Background: an optimization exercise with open tools, aiming at a short achievable clock period and few clock cycles per item. Do not read the settings as production practice.
RTL that was checked went through simulation tests only; none was proved equivalent to the original.
Only the layout flow was run in run 2; the RTL was not checked for function there.
Power figures rest on the tool's default switching activity, not on a simulated workload.

File: config.mk
export PLATFORM = sky130hd
export DESIGN_NAME = CPU
export DESIGN_NICKNAME = CPU
export VERILOG_FILES = /design/flow/design.v
export SDC_FILE = /design/flow/constraint.sdc
export NUM_CORES = 4
export LEC_CHECK = 0
export ABC_CLOCK_PERIOD_IN_PS = 2000
export CAP_MARGIN = 20
export CORE_MARGIN = 2
export CORE_UTILIZATION = 22
export SETUP_SLACK_MARGIN = 4.5
export SLEW_MARGIN = 20
export TNS_END_PERCENT = 100
File: constraint.sdc
create_clock -name core_clock -period 7.0 [get_ports {clk}]
set_input_delay 1.4000 -clock core_clock [delete_from_list [all_inputs] [get_ports {clk}]]
set_output_delay 1.4000 -clock core_clock [all_outputs]
set_load 0.01 [all_outputs]
File: design.v
module CPU (clk, reset, in, out, N, V, Z, w, mem_cmd, mem_addr, reg_out);
	input clk, reset;
	input [15:0] in;
	output logic [15:0] out;
	output logic N, V, Z, w;
	output logic [1:0] mem_cmd;
	output logic [8:0] mem_addr;
	output logic [127:0] reg_out;
	logic [15:0] R [0:7];
	logic halted;
	logic [8:0] MAS, MAT, MAO;
	logic       SEL_S, SEL_T;
	wire  [8:0] MA = SEL_S ? MAS : SEL_T ? MAT : MAO;
	logic       MST;        
	logic       FT;         
	logic       W;
	logic [8:0] fa;         
	logic [8:0] ia;         
	logic       inv;        
	logic        SBV;
	logic [8:0]  SBA;
	logic [15:0] SBD;       
	logic [15:0] IR;
	logic        IRv;
	logic [15:0] A;         
	logic [15:0] B;         
	logic [15:0] SD;        
	logic [8:0]  TGT;       
	logic [7:0]  PP;        
	logic        TK;        
	logic [8:0]  RT;        
	logic E_LDR, E_STR, E_REDIR, E_CMP, E_HALT, E_WE, E_WSLOW;
	logic [2:0] E_WA;
	logic [8:0] E_FV;       
	logic       ldwb;       
	logic       BV;
	logic [8:0] BPC, BTGT;
	logic       PF;
	logic       LDF;        
	logic       STL;        
	logic [2:0] ld_rd;
	assign mem_addr = MA;
	assign mem_cmd  = MST ? 2'b10 : 2'b01;
	assign out      = SBD;
	assign w        = W;
	genvar gi;
	generate
		for (gi = 0; gi < 8; gi = gi + 1) begin : g_ro
			assign reg_out[gi*16 +: 16] = R[gi];
		end
	endgenerate
	function automatic [15:0] shf(input [15:0] x, input [1:0] s);
		case (s)
			2'b00: shf = x;
			2'b01: shf = {x[14:0], 1'b0};
			2'b10: shf = {1'b0, x[15:1]};
			default: shf = {x[15], x[15:1]};
		endcase
	endfunction
	function automatic [8:0] inc9(input [8:0] x);
		logic c;
		c = 1'b1;
		for (int i = 0; i < 9; i = i + 1) begin
			inc9[i] = x[i] ^ c;
			c = c & x[i];
		end
	endfunction
	function automatic [8:0] inc9b(input [8:0] x);
		logic c;
		c = 1'b1;
		inc9b[0] = x[0];
		for (int i = 1; i < 9; i = i + 1) begin
			inc9b[i] = x[i] ^ c;
			c = c & x[i];
		end
	endfunction
	function automatic cond_true(input [2:0] c, input lt, input z);
		case (c)
			3'b000: cond_true = 1'b1;
			3'b001: cond_true = z;
			3'b010: cond_true = ~z;
			3'b011: cond_true = lt;
			3'b100: cond_true = lt | z;
			default: cond_true = 1'b0;
		endcase
	endfunction
	wire [2:0] e_opc = IR[15:13];
	wire [1:0] e_op  = IR[12:11];
	wire e_movi = (e_opc == 3'b110) & (e_op == 2'b10);
	wire e_movr = (e_opc == 3'b110) & (e_op != 2'b10);
	wire e_bl   = (e_opc == 3'b010) & e_op[0];
	wire [15:0] diff = A - B;
	logic [15:0] sum;
	ks_add #(16) u_sum (.a(A), .b(B), .cin(1'b0), .s(sum), .cout());
	logic c_z, c_lt;
	cmp16 u_cmp (.a(A), .b(B), .eq(c_z), .lt(c_lt));
	logic [15:0] e_wd;
	always_comb begin
		if (e_movi)              e_wd = {{8{IR[7]}}, IR[7:0]};
		else if (e_bl)           e_wd = {8'b0, PP};
		else if (e_movr)         e_wd = B;
		else if (e_op == 2'b10)  e_wd = A & B;
		else if (e_op == 2'b11)  e_wd = ~B;
		else                     e_wd = sum;
	end
	wire f_z  = E_CMP ? c_z  : Z;
	wire f_lt = E_CMP ? c_lt : (N ^ V);
	logic [8:0] e_saddr;
	add_im5 u_es (.r(A[8:0]), .im(IR[4:0]), .s(e_saddr));
	wire       sbv_n   = E_STR | (SBV & ~MST);
	wire [8:0] sba_n   = E_STR ? e_saddr : SBA;
	wire [15:0] ldd = LDF ? SBD : in;
	wire halted_n = halted | E_HALT;
	wire squash   = MST | E_REDIR;
	wire hold     = ldwb | STL;
	wire [2:0] d_rn = in[10:8];
	wire [2:0] d_rd = in[7:5];
	wire [2:0] d_rm = in[2:0];
	wire [1:0] d_sh = in[4:3];
	function automatic [15:0] rd_fwd(input [2:0] a);
		rd_fwd = (E_WE && E_WA == a) ? e_wd : R[a];
	endfunction
	function automatic [8:0] rd_fast(input [2:0] a);
		rd_fast = (E_WE && E_WA == a) ? E_FV : R[a][8:0];
	endfunction
	wire [2:0] d_opc = in[15:13];
	wire [1:0] d_op  = in[12:11];
	wire d_ldr  = (d_opc == 3'b011);
	wire d_str  = (d_opc == 3'b100);
	wire d_bx   = (d_opc == 3'b010) & ~d_op[0];
	wire d_bl   = (d_opc == 3'b010) & d_op[0];
	wire d_halt = (d_opc == 3'b111);
	wire d_movi = (d_opc == 3'b110) & (d_op == 2'b10);
	wire d_movr = (d_opc == 3'b110) & (d_op != 2'b10);
	wire d_alu  = (d_opc == 3'b101);
	wire d_cmp  = d_alu & (d_op == 2'b01);
	wire d_tk   = ((d_opc == 3'b001) & cond_true(d_rn, f_lt, f_z)) | d_bl;
	wire [15:0] d_a  = rd_fwd(d_rn);
	wire [15:0] d_b  = shf(rd_fwd(d_rm), d_sh);
	wire [15:0] d_sd = shf(rd_fwd(d_rd), d_sh);
	logic [8:0] d_sk [0:8];
	generate
		for (gi = 0; gi < 9; gi = gi + 1) begin : g_sk
			wire [8:0] base = (gi == 8) ? E_FV : R[gi % 8][8:0];
			add_im5 u_sk (.r(base), .im(in[4:0]), .s(d_sk[gi]));
		end
	endgenerate
	wire [8:0] d_sf = d_sk[8];
	wire d_fwn = E_WE & (E_WA == d_rn);
	logic [8:0] d_saddr;
	always_comb begin
		d_saddr = {9{d_fwn}} & d_sf;
		for (int k = 0; k < 8; k = k + 1)
			d_saddr = d_saddr | ({9{~d_fwn & (d_rn == k)}} & d_sk[k]);
	end
	wire [8:0]  d_bxt   = rd_fast(d_rd);
	wire [7:0]  d_pp  = ia[7:0] + 8'd1;
	logic [8:0] d_tgt;
	ks_add #(9) u_tgt (.a({1'b0, d_pp}), .b({in[7], in[7:0]}), .cin(1'b0), .s(d_tgt), .cout());
	wire d_dep = E_WSLOW & ((d_ldr & (E_WA == d_rn)) | (d_bx & (E_WA == d_rd)));
	wire [2:0] h_rn = IR[10:8];
	wire [2:0] h_rd = IR[7:5];
	wire [2:0] h_rm = IR[2:0];
	wire p_a  = ldwb & (h_rn == ld_rd);
	wire p_b  = ldwb & (h_rm == ld_rd);
	wire p_sd = ldwb & (h_rd == ld_rd);
	wire [15:0] h_a  = p_a  ? ldd : R[h_rn];
	wire [15:0] h_b  = shf(p_b  ? ldd : R[h_rm], IR[4:3]);
	wire [15:0] h_sd = shf(p_sd ? ldd : R[h_rd], IR[4:3]);
	wire h_ldr  = (e_opc == 3'b011);
	wire h_str  = (e_opc == 3'b100);
	wire h_bx   = (e_opc == 3'b010) & ~e_op[0];
	wire h_halt = (e_opc == 3'b111);
	wire h_cmp  = (e_opc == 3'b101) & (e_op == 2'b01);
	wire h_wslow = e_movr | ((e_opc == 3'b101) & (e_op != 2'b01));
	wire h_we   = h_wslow | e_movi | e_bl;
	wire [2:0] h_wa = (e_movi | e_bl) ? h_rn : h_rd;
	wire [8:0] h_fv = e_bl ? {1'b0, PP} : {IR[7], IR[7:0]};
	wire ld_dep = ldwb & ((h_ldr & p_a) | (h_bx & p_sd));
	logic [8:0] a_saddr;
	add_im5 u_hs (.r(R[h_rn][8:0]), .im(IR[4:0]), .s(a_saddr));
	wire x_exec_h = hold & IRv & ~halted & ~ld_dep;
	wire sel_d    = ~hold & inv & ~squash & ~E_LDR & ~halted_n & ~d_dep;
	wire x_stl    = (~hold & inv & ~squash & ~E_LDR & ~halted_n & d_dep) | (hold & IRv & ~halted & ld_dep);
	wire x_exec   = x_exec_h | sel_d;
	logic        x_ldr, x_str, x_redir, x_halt, x_cmp, x_we, x_wslow;
	logic [2:0]  x_wa;
	logic [8:0]  x_fv, x_raddr;
	always_comb begin
		if (hold) begin
			x_ldr   = h_ldr;
			x_str   = h_str;
			x_redir = TK | h_bx;
			x_halt  = h_halt;
			x_cmp   = h_cmp;
			x_we    = h_we;
			x_wslow = h_wslow;
			x_wa    = h_wa;
			x_fv    = h_fv;
			x_raddr = TK ? TGT : SD[8:0];
		end else begin
			x_ldr   = d_ldr;
			x_str   = d_str;
			x_redir = PF ? ~d_tk : (d_tk | d_bx);
			x_halt  = d_halt;
			x_cmp   = d_cmp;
			x_wslow = d_movr | (d_alu & ~d_cmp);
			x_we    = x_wslow | d_movi | d_bl;
			x_wa    = (d_movi | d_bl) ? d_rn : d_rd;
			x_fv    = d_bl ? {1'b0, d_pp} : {in[7], in[7:0]};
			x_raddr = PF ? ia_p1 : d_tk ? d_tgt : d_bxt;
		end
	end
	wire x_drain = x_exec & sbv_n & (x_str | x_redir | x_halt);
	wire [8:0] ia_p1 = inc9(ia);
	wire [8:0] ma_p1 = inc9(MA);
	wire [8:0] ma_p2 = inc9b(MA);
	wire [8:0] rt_p1 = inc9(RT);
	wire [8:0] btgt_p1 = inc9(BTGT);
	wire [8:0] fa_p1 = inc9(fa);
	wire d_miss  = PF & ~d_tk;          
	wire d_drain = sel_d & sbv_n & (d_str | d_halt | (PF ? ~d_tk : (d_tk | d_bx)));
	wire pred_hit = FT & BV & (MA == BPC);
	wire seq = ~E_REDIR & ~(MST & inv) & ~x_stl & ~(x_exec & (x_ldr | x_drain | x_redir));
	wire pf_n = pred_hit & seq;
	logic [8:0] ma_early, mao_n, fa_n;
	wire sel_s_n = (sel_d & d_ldr) | (x_exec_h & h_ldr);
	wire sel_t_n = sel_d & d_tk & ~PF & ~d_drain;
	wire [8:0] mas_n = hold ? a_saddr : d_saddr;
	always_comb begin
		if (E_LDR)                             ma_early = fa;
		else if (MST & E_REDIR)                ma_early = RT;
		else if (MST)                          ma_early = inv ? ia : fa;
		else if (E_REDIR)                      ma_early = ma_p1;
		else if (x_exec_h & SBV & (h_str | TK | h_bx | h_halt)) ma_early = SBA;
		else if (x_exec_h & TK)                ma_early = TGT;
		else if (x_exec_h & h_bx)              ma_early = SD[8:0];
		else if (x_stl)                        ma_early = MA;
		else                                   ma_early = fa;
		if (d_drain)                           mao_n = sba_n;
		else if (sel_d & d_bx)                 mao_n = d_bxt;
		else if (sel_d & d_miss)               mao_n = ia_p1;
		else if (pf_n)                         mao_n = BTGT;
		else                                   mao_n = ma_early;
		if (MST & E_REDIR)                     fa_n = rt_p1;
		else if (E_REDIR)                      fa_n = ma_p2;
		else if ((MST & inv) | x_stl | (x_exec & (x_ldr | x_drain | x_redir)))
		                                       fa_n = fa;
		else if (pf_n)                         fa_n = btgt_p1;
		else                                   fa_n = fa_p1;
	end
	always_ff @(posedge clk) begin
		if (reset) begin
			MAO     <= 9'd0;
			SEL_S   <= 1'b0;
			SEL_T   <= 1'b0;
			MST     <= 1'b0;
			FT      <= 1'b1;
			fa      <= 9'd1;
			inv     <= 1'b0;
			IRv     <= 1'b0;
			ldwb    <= 1'b0;
			STL     <= 1'b0;
			halted  <= 1'b0;
			W       <= 1'b0;
			SBV     <= 1'b0;
			BV      <= 1'b0;
			PF      <= 1'b0;
			E_LDR   <= 1'b0;
			E_STR   <= 1'b0;
			E_REDIR <= 1'b0;
			E_CMP   <= 1'b0;
			E_HALT  <= 1'b0;
			E_WE    <= 1'b0;
			E_WSLOW <= 1'b0;
		end else begin
			inv     <= FT;
			ia      <= MA;
			ldwb    <= E_LDR;
			STL     <= x_stl;
			halted  <= halted_n;
			W       <= halted_n | (x_exec & x_halt & ~x_drain);
			MST     <= x_drain;
			SBV     <= sbv_n;
			PF      <= pf_n;
			if (sel_d & (d_opc == 3'b001) & d_tk & ~PF & in[7]) begin
				BV <= 1'b1;
			end
			E_LDR   <= x_exec & x_ldr;
			E_STR   <= x_exec & x_str;
			E_REDIR <= x_exec & x_redir;
			E_CMP   <= x_exec & x_cmp;
			E_HALT  <= x_exec & x_halt;
			E_WE    <= x_exec & x_we;
			E_WSLOW <= x_exec & x_wslow;
			if (!hold) IRv <= inv & ~squash;
			MAO <= mao_n;
			SEL_S <= sel_s_n;
			SEL_T <= sel_t_n;
			fa <= fa_n;
			FT <= ~(x_exec & (x_ldr | x_drain));
		end
	end
	always_ff @(posedge clk) begin
		if (E_WE) R[E_WA] <= e_wd;
		if (ldwb) R[ld_rd] <= ldd;
		if (E_CMP) begin
			N <= diff[15];
			V <= (A[15] ^ B[15]) & (diff[15] ^ A[15]);
			Z <= c_z;
		end
		if (E_STR) begin
			SBA <= e_saddr;
			SBD <= SD;
		end
		LDF <= SBV & (SBA == MA);
		E_WA <= x_wa;
		E_FV <= x_fv;
		RT <= x_raddr;
		if (sel_d & (d_opc == 3'b001) & d_tk & ~PF & in[7]) begin
			BPC  <= ia;
			BTGT <= d_tgt;
		end
		MAS <= mas_n;
		MAT <= d_tgt;
		if (E_LDR) ld_rd <= IR[7:5];
		if (hold) begin
			A <= h_a; B <= h_b; SD <= h_sd;
		end else begin
			IR <= in;
			A <= d_a; B <= d_b; SD <= d_sd;
			TGT <= d_tgt; PP <= d_pp; TK <= d_tk;
		end
	end
endmodule
module ks_add #(parameter W = 16) (
	input  [W-1:0] a, b,
	input          cin,
	output [W-1:0] s,
	output         cout
);
	function automatic integer lg(input integer n);
		lg = 0;
		for (int i = 0; i < 16; i = i + 1)
			if ((1 << i) < n) lg = i + 1;
	endfunction
	localparam L = lg(W) + 1;
	logic [W-1:0] g [0:L];
	logic [W-1:0] p [0:L];
	wire  [W-1:0] p0 = a ^ b;
	genvar i, k;
	generate
		for (i = 0; i < W; i = i + 1) begin : g_init
			if (i == 0) begin : g_c0
				assign g[0][i] = (a[i] & b[i]) | (p0[i] & cin);
			end else begin : g_cn
				assign g[0][i] = a[i] & b[i];
			end
			assign p[0][i] = p0[i];
		end
		for (k = 0; k < L; k = k + 1) begin : g_lvl
			for (i = 0; i < W; i = i + 1) begin : g_bit
				if (i >= (1 << k)) begin : g_op
					assign g[k+1][i] = g[k][i] | (p[k][i] & g[k][i - (1 << k)]);
					assign p[k+1][i] = p[k][i] & p[k][i - (1 << k)];
				end else begin : g_pass
					assign g[k+1][i] = g[k][i];
					assign p[k+1][i] = p[k][i];
				end
			end
		end
	endgenerate
	assign s[0] = p0[0] ^ cin;
	generate
		for (i = 1; i < W; i = i + 1) begin : g_sum
			assign s[i] = p0[i] ^ g[L][i-1];
		end
	endgenerate
	assign cout = g[L][W-1];
endmodule
module add_im5 (
	input  [8:0] r,
	input  [4:0] im,
	output [8:0] s
);
	wire [4:0] lo;
	wire       c5;
	ks_add #(5) u_lo (.a(r[4:0]), .b(im), .cin(1'b0), .s(lo), .cout(c5));
	wire [3:0] h = r[8:5];
	wire [3:0] hp = {h[3] ^ (&h[2:0]), h[2] ^ (&h[1:0]), h[1] ^ h[0], ~h[0]};
	wire [3:0] hm = {h[3] ^ ~(|h[2:0]), h[2] ^ ~(|h[1:0]), h[1] ^ ~h[0], ~h[0]};
	wire up = c5 & ~im[4];
	wire dn = ~c5 & im[4];
	assign s = {({4{up}} & hp) | ({4{dn}} & hm) | ({4{~up & ~dn}} & h), lo};
endmodule
module cmp16 (
	input  [15:0] a, b,
	output        eq, lt
);
	logic [15:0] l [0:4];
	logic [15:0] e [0:4];
	genvar i, k;
	generate
		for (i = 0; i < 16; i = i + 1) begin : g_leaf
			if (i == 15) begin : g_sign
				assign l[0][i] = a[i] & ~b[i];
			end else begin : g_mag
				assign l[0][i] = ~a[i] & b[i];
			end
			assign e[0][i] = ~(a[i] ^ b[i]);
		end
		for (k = 0; k < 4; k = k + 1) begin : g_lvl
			for (i = 0; i < (16 >> (k + 1)); i = i + 1) begin : g_node
				assign l[k+1][i] = l[k][2*i+1] | (e[k][2*i+1] & l[k][2*i]);
				assign e[k+1][i] = e[k][2*i+1] & e[k][2*i];
			end
		end
	endgenerate
	assign eq = e[4][0];
	assign lt = l[4][0];
endmodule
File: run.sh
#!/bin/bash
# synth_recipe.tcl (not shown) runs the flow's synth.tcl, then flattens the netlist and writes it again
# the make line also repeats each setting of config.mk as NAME=value (left out here)
make -C /OpenROAD-flow-scripts/flow DESIGN_CONFIG=/design/flow/config.mk WORK_HOME=/design/flow/orfs CLKGATE_MAP_FILE= SYNTH_SCRIPT=/design/flow/synth_recipe.tcl finish
==> run notes, run 1 <==
parity-gate share of the synthesized area counting xor and xnor cells: 2.817%
run status: finished clean
CTS Sinks: 355
synthesis-to-layout area growth: 52.68%
detail-routed net length per standard cell: 28.84 µm
Worst IR Drop VDD: 0.0001951 V
CTS H-Tree Depth: 2
most frequent standard cell in the layout excluding fill and tap cells: buf_4
number of cells on the worst hold path: 0
die area: 142900 µm²
placer congestion estimate: 0.9862
cells taking the most area after synthesis: edfxtp_1 20%, mux4_2 14%, dfxtp_1 9.4%
reg-to-reg startpoint: A[10]
final design utilization: 33.76%
sequential area share after synthesis: 29.92%
total congestion overflow: 0
placeable core region: 139200 µm²
class of the most critical setup path: flop to flop
Netlist cell types: 93
final worst path period share: 49.04%
placed wire-length estimate: 105000 µm
remaining routing DRC violations: 0
setup slack after placement: 2.223 ns
required time at the endpoint of the critical path: 7.52 ns
Max Clock Freq: 0.2913 GHz
initial antenna violation count: 11
Power Dens Cells: 166.0 nW/µm²
starting density of the core: 22.11%
worst rel slew slack: 25.55%
post-layout net count: 4148
max cap viols: 0
internal power of the cells: 5040 µW
CTS root buf: clkbuf_16
Critical path origin: A[10]
worst-path maximum fanout: 5
cell accounting for the most synthesized area: edfxtp_1
leakage power total: 0.01842 µW
synthesized area divided by synthesized cell count: 9.585 µm²
compound-gate portion of the synthesized area: 18.49%
Arrival @ worst endpoint: 3.95 ns
number of hold violations in the final report: 0
via count: 32920
total power after layout: 7802 µW
drt initial violations: 4685
synthesized flop and latch total: 355
total standard cell area after synthesis: 30780 µm²
final setup violating endpoints: 0
final antenna-violating net count: 0
worst-skew pair later-pin latency: 0.62 ns
RSZ-0062 raised after global routing: yes
wire length of the first global-routing pass: 228700 µm
Clk pwr share: 29.6%
net switching share of the total power: 35.40%
share of layout cells above drive strength 1: 47.14%
Synth Area in Simple Gates: 12.65%
sequential group share of total power: 33.8%
post-synthesis async set-or-reset flop share: 0%
multiplexer area fraction after synthesis: 21.44%
clock-pin slew of the registers on the worst-case setup and hold paths: 0.06 ns
die height: 378.0 µm
number of flops mapped to enable cells by yosys: 210
min Tclk post-route: 3.433 ns
hold buffer count at CTS: 0
number of input and output port buffers inserted: 176
Hold Path Class: flop to flop
main combinational cell family by area after synthesis: multiplexers
Worst R2R Setup Slack: 3.57 ns
cells after synthesis: 3211
I/O Pins: 177
number of buffers created by CTS: 41
CTS tree: built
final hold slack: 0.4038 ns
vias in the first global route: 30420
pin count of the biggest net entering global routing: 65
Total Negative Setup Slacks: 0 ns
via density per instance: 5.655
top library cells by usage in the layout, fill and taps aside: 459 x buf_4, 254 x nand2_1, 237 x buf_6
All-Layer GR Usage: 22.16%
portion of synthesized cell area occupied by the leading cell type: 20.49%
Worst-Margin Slew: 1.116 ns
syn_nets: 3459
number of buffers on the longest clock path: 3
number of detailed-routing iterations run before antenna repair: 8
final slew viol count: 0
Critical Path Sink Type: flop
CP startpoint kind: flop
combinational power share: 36.6%
Chip Width: 378.0 µm
switching power of the nets: 2762 µW
number of warnings reported in the yosys synthesis log: 14
Worst Skew: 0.02192 ns
fin worst setup slack: 3.567 ns
startpoint of the tightest hold check path: SD[14]
leading register cell type out of synthesis: edfxtp_1
arithmetic-cell share of the synthesized area counting full adders, half adders and majority gates: 9.667%
Worst R2R Path Depth: 12
DRT Wirelength: 167900 µm
std cell rows: 137
-- timing repair --
item                                    in CTS  in global routing
endpoints found under the setup margin     548                421
resized for setup                         1467                395
hold endpoints to repair                     0                  0
pin swaps                                  223                200
buffers inserted                           453                148
gates cloned                                22                 11
-- power groups by stage --
stage | registers [µW] | clock network, µW | logic [µW]
final | 2640 | 2310 | 2860
after global routing | 2640 | 2370 | 2990
after CTS | 2620 | 2300 | 2400
after detailed placement | 2670 | 0 | 1820
after global placement | 2670 | 0 | 1800
after floorplan | 2550 | 0 | 1310
-- cell type report --
| cell class | instances | area, µm² |
|---|---|---|
| diodes | 13 | 32.53 |
| clock buffers | 51 | 1094 |
| clock inverters | 25 | 279.0 |
| fillers | 13800 | 92200 |
| inverters | 149 | 613.1 |
| multi-input cells | 2469 | 24200 |
| flip-flops and latches | 355 | 9316 |
| well taps | 1876 | 2347 |
| repair buffers | 884 | 9109 |
-- synth_stat cells, types with 28 or more instances --
library cell and instances:
a211oi_1 48, a21o_1 38, a21oi_1 275, a221oi_1 47
buf_1 35, buf_2 33, clkbuf_1 168, dfxtp_1 145
edfxtp_1 210, ha_1 217, inv_1 146, mux2_2 62
mux2i_1 152, mux4_2 192, nand2_1 285, nand2b_1 49
nand3_1 44, nor2_1 251, nor2b_1 51, nor3_1 28
o211ai_1 39, o21ai_0 216, o22ai_1 42, xnor2_1 54
xor2_1 45
-- routing by layer --
layer  vias up  track usage [%]  routed length (µm)
met3       686            6.168               20950
li1      13540                -                   -
met5         -          0.03431                  11
met1     16010            27.09               59360
met2      2679            34.08               72680
met4         2            14.43               14920
-- path summary, 6_finish.rpt --
path,endpoint
hold reg to reg,SBD[14]
setup reg to reg,MAO[0]
setup / recovery,MAO[0]
hold / removal,SBD[14]
-- cell families after synthesis --
logic type / after synthesis
AND/OR/NAND/NOR: 831
multiplexers: 409
flip-flops: 355
XOR/XNOR: 99
buffers and inverters: 392
adder cells (fa/ha/maj): 230
AO/OA/AOI/OAI: 895
-- flip-flops by register name (all words and copies together) (netlist names), 16 cells and up, named ones only --
signal,cells
IR,16
A,16
SBD,16
R,128
B,16
SD,16
-- worst max-delay path: stages (launching register included) --
cell and delay [ns]:
dfxtp_4 0.38, inv_2 0.06, ha_4 0.27, nand4_1 0.25, or2_4 0.35, a221oi_4 0.33
a21o_1 0.24, a31oi_4 0.14, or2_4 0.29, a221oi_4 0.37, mux2i_1 0.13, or4_4 0.45
o221ai_4 0.09
-- per-stage QoR --
stage | cell area, µm² | cells
after floorplan | 32110 | 3211
after global placement | 35450 | 5098
after detailed placement | 35460 | 5099
after CTS | 43890 | 5650
after global routing | 46980 | 5816
final | 46990 | 5822
Testbench counts, summed over its fixed seeds: cycles 8,963, instrs 6,884.
==> run 2: changes to the inputs <==
--- a/design.v
+++ b/design.v
@@ -37,4 +37,6 @@
 	logic [8:0] BPC, BTGT;
 	logic       PF;
+	logic       E_ALLOC;    
+	logic [8:0] IPC;        
 	logic       LDF;        
 	logic       STL;        
@@ -266,4 +268,5 @@
 			SBV     <= 1'b0;
 			BV      <= 1'b0;
+			E_ALLOC <= 1'b0;
 			PF      <= 1'b0;
 			E_LDR   <= 1'b0;
@@ -284,7 +287,6 @@
 			SBV     <= sbv_n;
 			PF      <= pf_n;
-			if (sel_d & (d_opc == 3'b001) & d_tk & ~PF & in[7]) begin
-				BV <= 1'b1;
-			end
+			E_ALLOC <= sel_d & (d_opc == 3'b001) & d_tk & ~PF & in[7];
+			if (E_ALLOC) BV <= 1'b1;
 			E_LDR   <= x_exec & x_ldr;
 			E_STR   <= x_exec & x_str;
@@ -318,7 +320,8 @@
 		E_FV <= x_fv;
 		RT <= x_raddr;
-		if (sel_d & (d_opc == 3'b001) & d_tk & ~PF & in[7]) begin
-			BPC  <= ia;
-			BTGT <= d_tgt;
+		IPC <= ia;
+		if (E_ALLOC) begin
+			BPC  <= IPC;
+			BTGT <= RT;
 		end
 		MAS <= mas_n;
--- a/config.mk
+++ b/config.mk
@@ -9,5 +9,5 @@
 export CAP_MARGIN = 20
 export CORE_MARGIN = 2
-export CORE_UTILIZATION = 22
+export CORE_UTILIZATION = 40
 export SETUP_SLACK_MARGIN = 4.5
 export SLEW_MARGIN = 20
==> run 2 against run 1 <==
Largest cell class unchanged. Flip-flop and latch count is 10 higher. Still clean. Core utilization rose by 24 points. Highest routed layer unchanged. Worst setup slack got worse by 0.26 ns. Clock-buffer cell count decreased by 1. Global-route usage is 14 points higher. Area after synthesis decreased by 0.78%.
==> run notes, run 2 <==
worst-path maximum fanout: 7 (+2)
list of most frequent post-synthesis cells: 324 x nand2_1, 254 x a21oi_1, 243 x nor2_1
total congestion overflow: 0 (unchanged)
via count: 31640 (-3.9%)
CP startpoint kind: primary input
CTS Sinks: 365 (+2.8%)
most frequent standard cell in the layout excluding fill and tap cells: buf_4
main combinational cell family by area after synthesis: multiplexers
combinational power share: 34.6% (-2.0 points)
starting density of the core: 40.27% (+18 points)
sequential area share after synthesis: 30.81% (+0.89 points)
hold buffer count at CTS: 0 (unchanged)
cell accounting for the most synthesized area: edfxtp_1
detail-routed net length per standard cell: 30.99 µm (+7.4%)
portion of synthesized cell area occupied by the leading cell type: 20.65% (+0.16 points)
leakage power total: 0.01769 µW (-4.0%)
Critical Path Sink Type: flop
compound-gate portion of the synthesized area: 18.24% (-0.25 points)
final slew viol count: 0 (unchanged)
number of buffers created by CTS: 42 (+2.4%)
Arrival @ worst endpoint: 4.17 ns (+0.22 ns)
drt initial violations: 4434 (-5.4%)
die area: 78570 µm² (-45%)
CTS tree: built
total standard cell area after synthesis: 30540 µm² (-0.78%)
pin count of the biggest net entering global routing: 62 (-4.6%)
share of layout cells above drive strength 1: 45.12% (-2.0 points)
synthesized area divided by synthesized cell count: 9.558 µm² (-0.29%)
Worst-Margin Slew: 1.125 ns (+0.009282 ns)
leading register cell type out of synthesis: edfxtp_1
I/O Pins: 177 (unchanged)
via density per instance: 6.571 (+16%)
number of warnings reported in the yosys synthesis log: 14 (unchanged)
placeable core region: 75820 µm² (-46%)
wire length of the first global-routing pass: 209300 µm (-8.5%)
Worst Skew: 0.02502 ns (+0.003102 ns)
net switching share of the total power: 33.72% (-1.7 points)
arithmetic-cell share of the synthesized area counting full adders, half adders and majority gates: 9.744% (+0.076 points)
cells after synthesis: 3195 (-0.50%)
All-Layer GR Usage: 36.63% (+14 points)
multiplexer area fraction after synthesis: 21.16% (-0.29 points)
parity-gate share of the synthesized area counting xor and xnor cells: 2.897% (+0.080 points)
FILL cells: 6319 (-54%)
Chip Width: 280.3 µm (-26%)
number of hold violations in the final report: 0 (unchanged)
Max Clock Freq: 0.2711 GHz (-6.9%)
Netlist cell types: 85 (-8.6%)
Clk pwr share: 31.2% (+1.6 points)
Worst R2R Setup Slack: 3.41 ns (-0.16 ns)
Worst R2R Path Depth: 12 (unchanged)
syn_nets: 3443 (-0.46%)
class of the most critical setup path: primary input to flop
dominant cell by count in the synthesized netlist: nand2_1
remaining routing DRC violations: 0 (unchanged)
worst-skew pair later-pin latency: 0.60 ns (-0.02 ns)
required time at the endpoint of the critical path: 7.48 ns (-0.04 ns)
placer congestion estimate: 0.9977 (+1.2%)
area used by sequential logic in the layout: 9469 µm² (+1.6%)
sequential group share of total power: 34.3% (+0.5 points)
synthesis-to-layout area growth: 43.44%
fin worst setup slack: 3.311 ns (-0.2559 ns)
total power after layout: 7736 µW (-0.85%)
top library cells by usage in the layout, fill and taps aside: 401 x buf_4, 305 x nand2_1, 233 x buf_6
synthesized flop and latch total: 365 (+2.8%)
RSZ-0062 raised after global routing: yes
number of detailed-routing iterations run before antenna repair: 10 (+2)
number of input and output port buffers inserted: 176 (unchanged)
max cap viols: 0 (unchanged)
DRT Wirelength: 149200 µm (-11%)
post-synthesis async set-or-reset flop share: 0% (unchanged)
placed wire-length estimate: 94150 µm (-10%)
worst setup path endpoint: MAO[8]
run status: finished clean
Largest register FFs: 128 (unchanged)
initial antenna violation count: 2 (-9)
switching power of the nets: 2608 µW (-5.6%)
internal power of the cells: 5128 µW (+1.7%)
final antenna-violating net count: 0 (unchanged)
register ranked first by flip-flop count: R
number of flops mapped to enable cells by yosys: 210 (unchanged)
Total Negative Setup Slacks: 0 ns (unchanged)
area used by multi-input combinational logic: 23420 µm² (-3.2%)
number of buffers on the longest clock path: 3 (unchanged)
cell total after placement: 4183 (-18%)
final setup violating endpoints: 0 (unchanged)
final worst path period share: 52.70% (+3.7 points)
worst reg2reg endpoint: MAO[1]
Synth Area in Simple Gates: 12.25% (-0.40 points)
die height: 280.3 µm (-26%)
Critical path origin: in[11]
CTS root buf: clkbuf_16
Power Dens Cells: 176.6 nW/µm² (+6.4%)
min Tclk post-route: 3.689 ns (+0.2559 ns)
worst rel slew slack: 25.01% (-0.54 points)
final design utilization: 57.77% (+24 points)
Hold Path Class: flop to flop
vias in the first global route: 29860 (-1.8%)
cells taking the most area after synthesis: edfxtp_1 21%, mux4_2 14%, dfxtp_1 10%
CTS H-Tree Depth: 2 (unchanged)
Worst IR Drop VDD: 0.0001664 V (-15%)
std cell rows: 101 (-26%)
post-layout net count: 4048 (-2.4%)
reg-to-reg startpoint: ldwb
final std cells w/o fill: 4815 (-17%)
setup slack after placement: 1.884 ns (-0.3390 ns)
clock-pin slew of the registers on the worst-case setup and hold paths: 0.06 ns (about the same)
run 2: area by class of cell:
type | count | share of cell area, %
antenna | 5 | 0.02857
clock buffer | 50 | 2.637
clock inverter | 26 | 0.6884
inverter | 146 | 1.305
multi-input combinational | 2443 | 53.48
sequential | 365 | 21.62
tap | 978 | 2.794
timing repair buffer | 802 | 17.45
run 2: critical path: stages:
cell	delay, ns
buf_8	0.10
or4b_4	0.54
or4b_4	0.52
a211oi_4	0.27
or2_4	0.25
buf_4	0.13
buf_6	0.11
nor2_2	0.04
a221oi_2	0.17
o21ai_1	0.10
mux2i_1	0.20
a2111oi_2	0.09
a31o_2	0.24
run 2: logic make-up after synthesis:
group | count (synthesis)
AOI/OAI and AO/OA | 886
xor gates and xnor gates | 101
adders and majority gates | 230
buffers and inverters | 392
DFF | 365
muxes | 398
and+or+nand+nor | 823
run 2: worst min-delay path by stage:
stage,from,endpoint,slack [ns],cells after the start
after floorplan,IPC[0],BPC[0],0.39,0
after global placement,IPC[5],BPC[5],0.39,0
after detailed placement,IPC[3],BPC[3],0.39,0
after CTS,IPC[3],BPC[3],0.40,0
after global routing,IPC[6],BPC[6],0.41,0
final,IPC[3],BPC[3],0.40,0
run 2: routing by layer:
layer	GRT usage, %	up-vias	part of all wire, %
li1	-	13270	-
met1	43.71	15190	35
met2	55.64	2434	43
met3	10.32	734	12
met4	28.08	4	10
met5	2.877	-	0.11
run 2: power by group through the flow:
stage | Combinational, µW | Sequential, µW | Clock, µW
after floorplan | 1260 | 2600 | 0
after global placement | 1690 | 2700 | 0
after detailed placement | 1710 | 2700 | 0
after CTS | 2300 | 2640 | 2400
after global routing | 2800 | 2660 | 2500
final | 2670 | 2650 | 2410
run 2: per-stage QoR:
stage | area (µm²) | hold slack, ns
global route | 43790 | 0.4126
floorplan | 31850 | 0.3855
detailed placement | 33990 | 0.3887
finish | 43800 | 0.4028
global placement | 33990 | 0.3867
CTS | 41390 | 0.4033
run 2: timing repair:
item                        CTS  global route
setup endpoints to repair   462           418
pin swaps                   186           192
resized for setup          1389           342
buffers inserted            424           107
gates cloned                 17             3

==> re-timing with driven ports <==
The flow's constraints put no driver on any port. The routed layouts listed below were extracted and timed again, unchanged, in two steps.
Step 1, drivers: a clkbuf_16 drives clk and a buf_2 each remaining input, both assumed.
Step 2 moves the port delays by t, midway between the first and last clock arrival at a register: inputs arrive t later, outputs are due t later. That takes back most of the time a late clock gives input paths.
Three values: no drivers, after step 1, after step 2; two values: the first two.
run	t, ns	setup slack, ns	clock arrival spread, ns
run 1	0.676	3.567 / 3.529 / 2.852	0.023 / 0.023
run 2	0.653	3.311 / 3.318 / 2.665	0.025 / 0.025
After both steps setup and hold are still met in every run listed. For run 1, which loses most, drivers alone change the setup slack by -0.038 ns; drivers and shift together by -0.715 ns.
